From an optimization exercise on the open Yosys and OpenROAD flow, aimed at small area and a short achievable clock period; shortcuts taken in it are not production practice. At most, simulation tests tie the RTL to the original design; equivalence was not proved. Power is estimated from default activity; no workload was simulated.

==> inputs of run a <==
==> flow/design.v (excerpt) <==
module Tensor_Crossbar_Array_4m4n4k(
    input wire clk,
    input wire rst,
    input wire start,
    input wire [15:0] cin_M_0, input wire [15:0] cin_M_1,
    input wire [15:0] cin_M_2, input wire [15:0] cin_M_3,
    input wire [15:0] cin_N_0, input wire [15:0] cin_N_1,
    input wire [15:0] cin_N_2, input wire [15:0] cin_N_3,
    input wire [15:0] cin_K_0, input wire [15:0] cin_K_1,
    input wire [15:0] cin_K_2, input wire [15:0] cin_K_3,
    output wire [15:0] data_out_col_0,
    output wire [15:0] data_out_col_1,
    output wire [15:0] data_out_col_2,
    output wire [15:0] data_out_col_3
);
localparam [2:0] S_IDLE = 3'd0, S_LOAD = 3'd1, S_MULT = 3'd2, S_ADD = 3'd3, S_OUT = 3'd4;
reg [2:0] state;
reg [2:0] f;         
reg [3:0] ec;        
wire load = (state == S_LOAD);
reg [35:0] slot [0:3];
reg [15:0] bq0, bq1, bq2, bq3;
function [15:0] bcol(input integer c);
    integer t;
    reg [15:0] m;
    begin
        for (t = 0; t < 4; t = t + 1) begin
            case (t)
                0: m = cin_M_0; 1: m = cin_M_1; 2: m = cin_M_2; default: m = cin_M_3;
            endcase
            bcol[4*t +: 4] = m[15-4*c -: 4];
        end
    end
endfunction
function [15:0] swz(input [15:0] w);
    swz = {w[3:0], w[7:4], w[11:8], w[15:12]};
endfunction
always @(posedge clk) begin
    if (load) begin
        bq0 <= bcol(0); bq1 <= bcol(1); bq2 <= bcol(2); bq3 <= bcol(3);
    end else begin
  ...
==> module Tensor_Crossbar_Array_4m4n4k, before the edit <==
module Tensor_Crossbar_Array_4m4n4k(
    input wire clk,
    input wire rst,
    input wire start,
    input wire [15:0] cin_M_0, input wire [15:0] cin_M_1,
    input wire [15:0] cin_M_2, input wire [15:0] cin_M_3,
    input wire [15:0] cin_N_0, input wire [15:0] cin_N_1,
    input wire [15:0] cin_N_2, input wire [15:0] cin_N_3,
    input wire [15:0] cin_K_0, input wire [15:0] cin_K_1,
    input wire [15:0] cin_K_2, input wire [15:0] cin_K_3,
    output wire [15:0] data_out_col_0,
    output wire [15:0] data_out_col_1,
    output wire [15:0] data_out_col_2,
    output wire [15:0] data_out_col_3
);
localparam [2:0] S_IDLE = 3'd0, S_LOAD = 3'd1, S_MULT = 3'd2, S_ADD = 3'd3, S_OUT = 3'd4;
reg [2:0] state;
reg [2:0] f;         
reg [3:0] ec;        
wire load = (state == S_LOAD);
reg [35:0] slot [0:3];
reg [15:0] bq0, bq1, bq2, bq3;
function [15:0] bcol(input integer c);
    integer t;
    reg [15:0] m;
    begin
        for (t = 0; t < 4; t = t + 1) begin
            case (t)
                0: m = cin_M_0; 1: m = cin_M_1; 2: m = cin_M_2; default: m = cin_M_3;
            endcase
            bcol[4*t +: 4] = m[15-4*c -: 4];
        end
    end
endfunction
function [15:0] swz(input [15:0] w);
    swz = {w[3:0], w[7:4], w[11:8], w[15:12]};
endfunction
always @(posedge clk) begin
    if (load) begin
        bq0 <= bcol(0); bq1 <= bcol(1); bq2 <= bcol(2); bq3 <= bcol(3);
    end else begin
        bq0 <= bq2; bq2 <= bq0; bq1 <= bq3; bq3 <= bq1;
    end
end
reg [15:0] a_cur;
reg [7:0]  c_cur;
wire [2:0] rj = ec[2:0];
always @(posedge clk) begin
    a_cur <= slot[rj[2:1]][15:0];
    c_cur <= rj[0] ? slot[rj[2:1]][31:24] : slot[rj[2:1]][23:16];
end
wire [8:0] res0, res1;
dot9_pipe e0 (.clk(clk), .a(a_cur), .b(bq2), .c(c_cur[3:0]), .r(res0));
dot9_pipe e1 (.clk(clk), .a(a_cur), .b(bq3), .c(c_cur[7:4]), .r(res1));
reg [7:0] wsel;
always @(posedge clk) begin
    wsel <= 8'd0;
    if (ec >= 4'd2 && ec <= 4'd9)
        wsel[ec - 4'd2] <= 1'b1;
end
integer r;
always @(posedge clk) begin
    for (r = 0; r < 4; r = r + 1) begin
        if (load) begin
            case (r)
                0: slot[r][31:0] <= {swz(cin_K_0), swz(cin_N_0)};
                1: slot[r][31:0] <= {swz(cin_K_1), swz(cin_N_1)};
                2: slot[r][31:0] <= {swz(cin_K_2), swz(cin_N_2)};
                default: slot[r][31:0] <= {swz(cin_K_3), swz(cin_N_3)};
            endcase
        end else begin
            if (wsel[2*r])
                slot[r][17:0] <= {res1, res0};
            if (wsel[2*r+1])
                slot[r][31:18] <= {res1[4:0], res0};
        end
        if (!load && wsel[2*r+1])
            slot[r][35:32] <= res1[8:5];
    end
end
reg [9:0] o0, o1, o2, o3;
assign data_out_col_0 = {{6{o0[9]}}, o0};
assign data_out_col_1 = {{6{o1[9]}}, o1};
assign data_out_col_2 = {{6{o2[9]}}, o2};
assign data_out_col_3 = {{6{o3[9]}}, o3};
function [9:0] dec(input [8:0] v);
    dec = {v[8] & (|v[7:3]), v};
endfunction
reg  [1:0]  orow;      
wire [35:0] rrow = slot[orow];
always @(posedge clk) begin
    if (rst) begin
        state <= S_IDLE;
        f <= 3'd0;
        orow <= 2'd3;
        ec <= 4'd15;
        o0 <= 10'd0; o1 <= 10'd0; o2 <= 10'd0; o3 <= 10'd0;
    end else begin
        if (state == S_IDLE) begin
            o0 <= 10'd0; o1 <= 10'd0; o2 <= 10'd0; o3 <= 10'd0;
        end else if (state == S_OUT && f != 3'd0) begin
            o0 <= dec(rrow[8:0]);
            o1 <= dec(rrow[17:9]);
            o2 <= dec(rrow[26:18]);
            o3 <= dec(rrow[35:27]);
        end
        if (ec != 4'd15)
            ec <= ec + 4'd1;
        if (start) begin
            case (state)
                S_IDLE: state <= S_LOAD;
                S_LOAD: begin state <= S_MULT; ec <= 4'd0; end
                S_MULT: if (ec >= 4'd7) state <= S_ADD;
                S_ADD:  state <= S_OUT;
                S_OUT:  if (f == 3'd4) begin f <= 3'd0; orow <= 2'd3; state <= S_IDLE; end
                        else begin f <= f + 3'd1; orow <= orow + 2'd1; end
                default: state <= S_IDLE;
            endcase
        end
    end
end
endmodule
==> flow/config.mk <==
export PLATFORM = sky130hd
export DESIGN_NAME = Tensor_Crossbar_Array_4m4n4k
export DESIGN_NICKNAME = Tensor_Crossbar_Array_4m4n4k
export VERILOG_FILES = /design/flow/design.v
export SDC_FILE = /design/flow/constraint.sdc
export NUM_CORES = 4
export LEC_CHECK = 0
export CAP_MARGIN = 20
export CORE_MARGIN = 2
export CORE_UTILIZATION = 60
export CTS_BUF_LIST = sky130_fd_sc_hd__clkbuf_8
export SETUP_SLACK_MARGIN = 2.7
export SLEW_MARGIN = 20
==> flow/constraint.sdc <==
create_clock -name core_clock -period 5.0 [get_ports {clk}]
set_input_delay 1.0000 -clock core_clock [delete_from_list [all_inputs] [get_ports {clk}]]
set_output_delay 1.0000 -clock core_clock [all_outputs]
set_load 0.01 [all_outputs]
standard.sh (not shown) runs the stock make flow with config.mk's settings and CLKGATE_MAP_FILE= SYNTH_SCRIPT=/design/flow/synth_recipe.tcl, a recipe that flattens the netlist after the stock synthesis.
==> flow/flow/run.sh <==
#!/bin/bash
# Standard layout, with the port buffers made from the smallest plain buffer
# (buf_1) instead of the delay buffer buffer_ports picks on its own, and with
# the resizer free to change a cell's footprint when it resizes it.
set -o pipefail
cp standard.sh standard_sh.txt
export BUFFER_PORTS_ARGS="-buffer_cell sky130_fd_sc_hd__buf_1"
bash standard.sh MATCH_CELL_FOOTPRINT=0 finish > standard_flow.log 2>&1
==> inputs of run b, as changes to run a <==
--- a/flow/design.v
+++ b/flow/design.v
@@ -224,8 +224,6 @@
 dot9_pipe e1 (.clk(clk), .a(a_cur), .b(bq3), .c(c_cur[7:4]), .r(res1));
-reg [7:0] wsel;
-always @(posedge clk) begin
-    wsel <= 8'd0;
-    if (ec >= 4'd2 && ec <= 4'd9)
-        wsel[ec - 4'd2] <= 1'b1;
-end
+wire       wr_en   = (ec >= 4'd3) && (ec <= 4'd10);
+wire [3:0] wj      = ec - 4'd3;
+wire [1:0] wr_row  = wj[2:1];
+wire       wr_half = wj[0];
 integer r;
@@ -240,9 +238,9 @@
             endcase
-        end else begin
-            if (wsel[2*r])
+        end else if (wr_en && wr_row == r) begin
+            if (wr_half)
+                slot[r][31:18] <= {res1[4:0], res0};
+            else
                 slot[r][17:0] <= {res1, res0};
-            if (wsel[2*r+1])
-                slot[r][31:18] <= {res1[4:0], res0};
-        end
-        if (!load && wsel[2*r+1])
+        end
+        if (!load && wr_en && wr_row == r && wr_half)
             slot[r][35:32] <= res1[8:5];
@@ -258,3 +256,3 @@
 endfunction
-reg  [1:0]  orow;      
+wire [1:0]  orow = f[1:0] - 2'd1;
 wire [35:0] rrow = slot[orow];
@@ -264,3 +262,2 @@
         f <= 3'd0;
-        orow <= 2'd3;
         ec <= 4'd15;
@@ -284,4 +281,4 @@
                 S_ADD:  state <= S_OUT;
-                S_OUT:  if (f == 3'd4) begin f <= 3'd0; orow <= 2'd3; state <= S_IDLE; end
-                        else begin f <= f + 3'd1; orow <= orow + 2'd1; end
+                S_OUT:  if (f == 3'd4) begin f <= 3'd0; state <= S_IDLE; end
+                        else f <= f + 3'd1;
                 default: state <= S_IDLE;
==> flow/run.sh (new file) <==
#!/bin/bash
# synth_recipe.tcl (not shown) runs the flow's synth.tcl, then flattens the netlist and writes it again
# the make line also repeats each setting of config.mk as NAME=value (left out here)
make -C /OpenROAD-flow-scripts/flow DESIGN_CONFIG=/design/flow/config.mk WORK_HOME=/design/flow/orfs CLKGATE_MAP_FILE= SYNTH_SCRIPT=/design/flow/synth_recipe.tcl finish
Settings changed: CORE_UTILIZATION 60 to 40, CTS_BUF_LIST sky130_fd_sc_hd__clkbuf_8 to default, SETUP_SLACK_MARGIN 2.7 to default.
removed: flow/flow/run.sh
removed: flow/standard.sh
==> inputs of run c, as changes to run a <==
==> flow/flow/run.sh (replaced) <==
#!/bin/bash
# Standard layout, with the port buffers made from the smallest plain buffer
# (buf_1) instead of the delay buffer buffer_ports picks on its own.
set -o pipefail
cp standard.sh standard_sh.txt
export BUFFER_PORTS_ARGS="-buffer_cell sky130_fd_sc_hd__buf_1"
bash standard.sh > standard_flow.log 2>&1
Settings changed: CAP_MARGIN 20 to 10, SLEW_MARGIN 20 to 10, TNS_END_PERCENT from default to 5.
==> inputs of run d, as changes to run a <==
Settings changed: SETUP_SLACK_MARGIN 2.7 to 2.85.
==> run notes <==
- The leakage power total is 8.531 nW.
- For this run, the top clock speed supported by timing is 442.0 MHz.
- The clock buffer count is 71.
- Setup repair after global routing could not meet its margin everywhere.
- The number of buffer and inverter stages on the critical path is 1.
- The flow ran to the end and the layout has no timing, DRC or antenna violations.
# the run above: run a

==> run notes <==
- The flow ran to the end and the layout has no timing, DRC or antenna violations.
- Setup repair after global routing could not meet its margin everywhere.
- The layout has 74 clock buffers.
- For this design the static power due to leakage is 8.812 nW.
- Timing would allow up to 447.2 MHz.
# the run above: run d

==> run notes <==
- Counting the inverters off the clock network in the layout gives 158.
- The flow ran to the end and the layout has no timing, DRC or antenna violations.
- The clock buffer count is 71.
- Setup repair after global routing could not meet its margin everywhere.
- The highest achievable clock rate is 407.2 MHz.
- The cell area after synthesis is 17840 um2.
# the run above: run c

==> run notes <==
- The clock buffer count is 56.
- The via count is 12433.
- The flow ran to the end and the layout has no timing, DRC or antenna violations.
- The leakage power total is 8.873 nW.
- Setup repair after global routing left no endpoint under its margin.
- The highest achievable clock rate is 359.9 MHz.
- The total of warnings raised by yosys is 3.
# the run above: run b

The RTL of run b was laid out without a check of its function.

==> port drivers added, routing unchanged <==
No port has a modelled driver above. Below, the same layouts with a new extraction and two added sets of constraints.
Step 1: set_driving_cell puts a clkbuf_16 on clk and a buf_2 on each other input, an assumption about the parent block.
Step 2 times the ports against the registers' clock, not the clock port: input delays grow and output delays shrink by t, the midpoint of the rising clock arrivals with the driver on.
Three values: ideal, step 1, step 2; two values: the first two.
run | shift t [ns] | setup WS [ns] | clock arrival spread, ns | worst slew at a driven data input, ns | pins driven straight from the clock port
run a | 0.646 | 2.738 / 2.704 / 2.448 | 0.041 / 0.040 | 0.06 | 1
run b | 0.593 | 2.222 / 2.222 / 2.103 | 0.027 / 0.027 | 0.05 | 1
run c | 0.647 | 2.544 / 2.544 / 2.463 | 0.031 / 0.032 | 0.07 | 1
run d | 0.651 | 2.764 / 2.764 / 2.429 | 0.017 / 0.016 | 0.04 | 1
After both steps every run listed still meets setup and hold. The setup slack of run d, which loses most, moves by 0.000 ns with the drivers and by -0.335 ns with both steps.
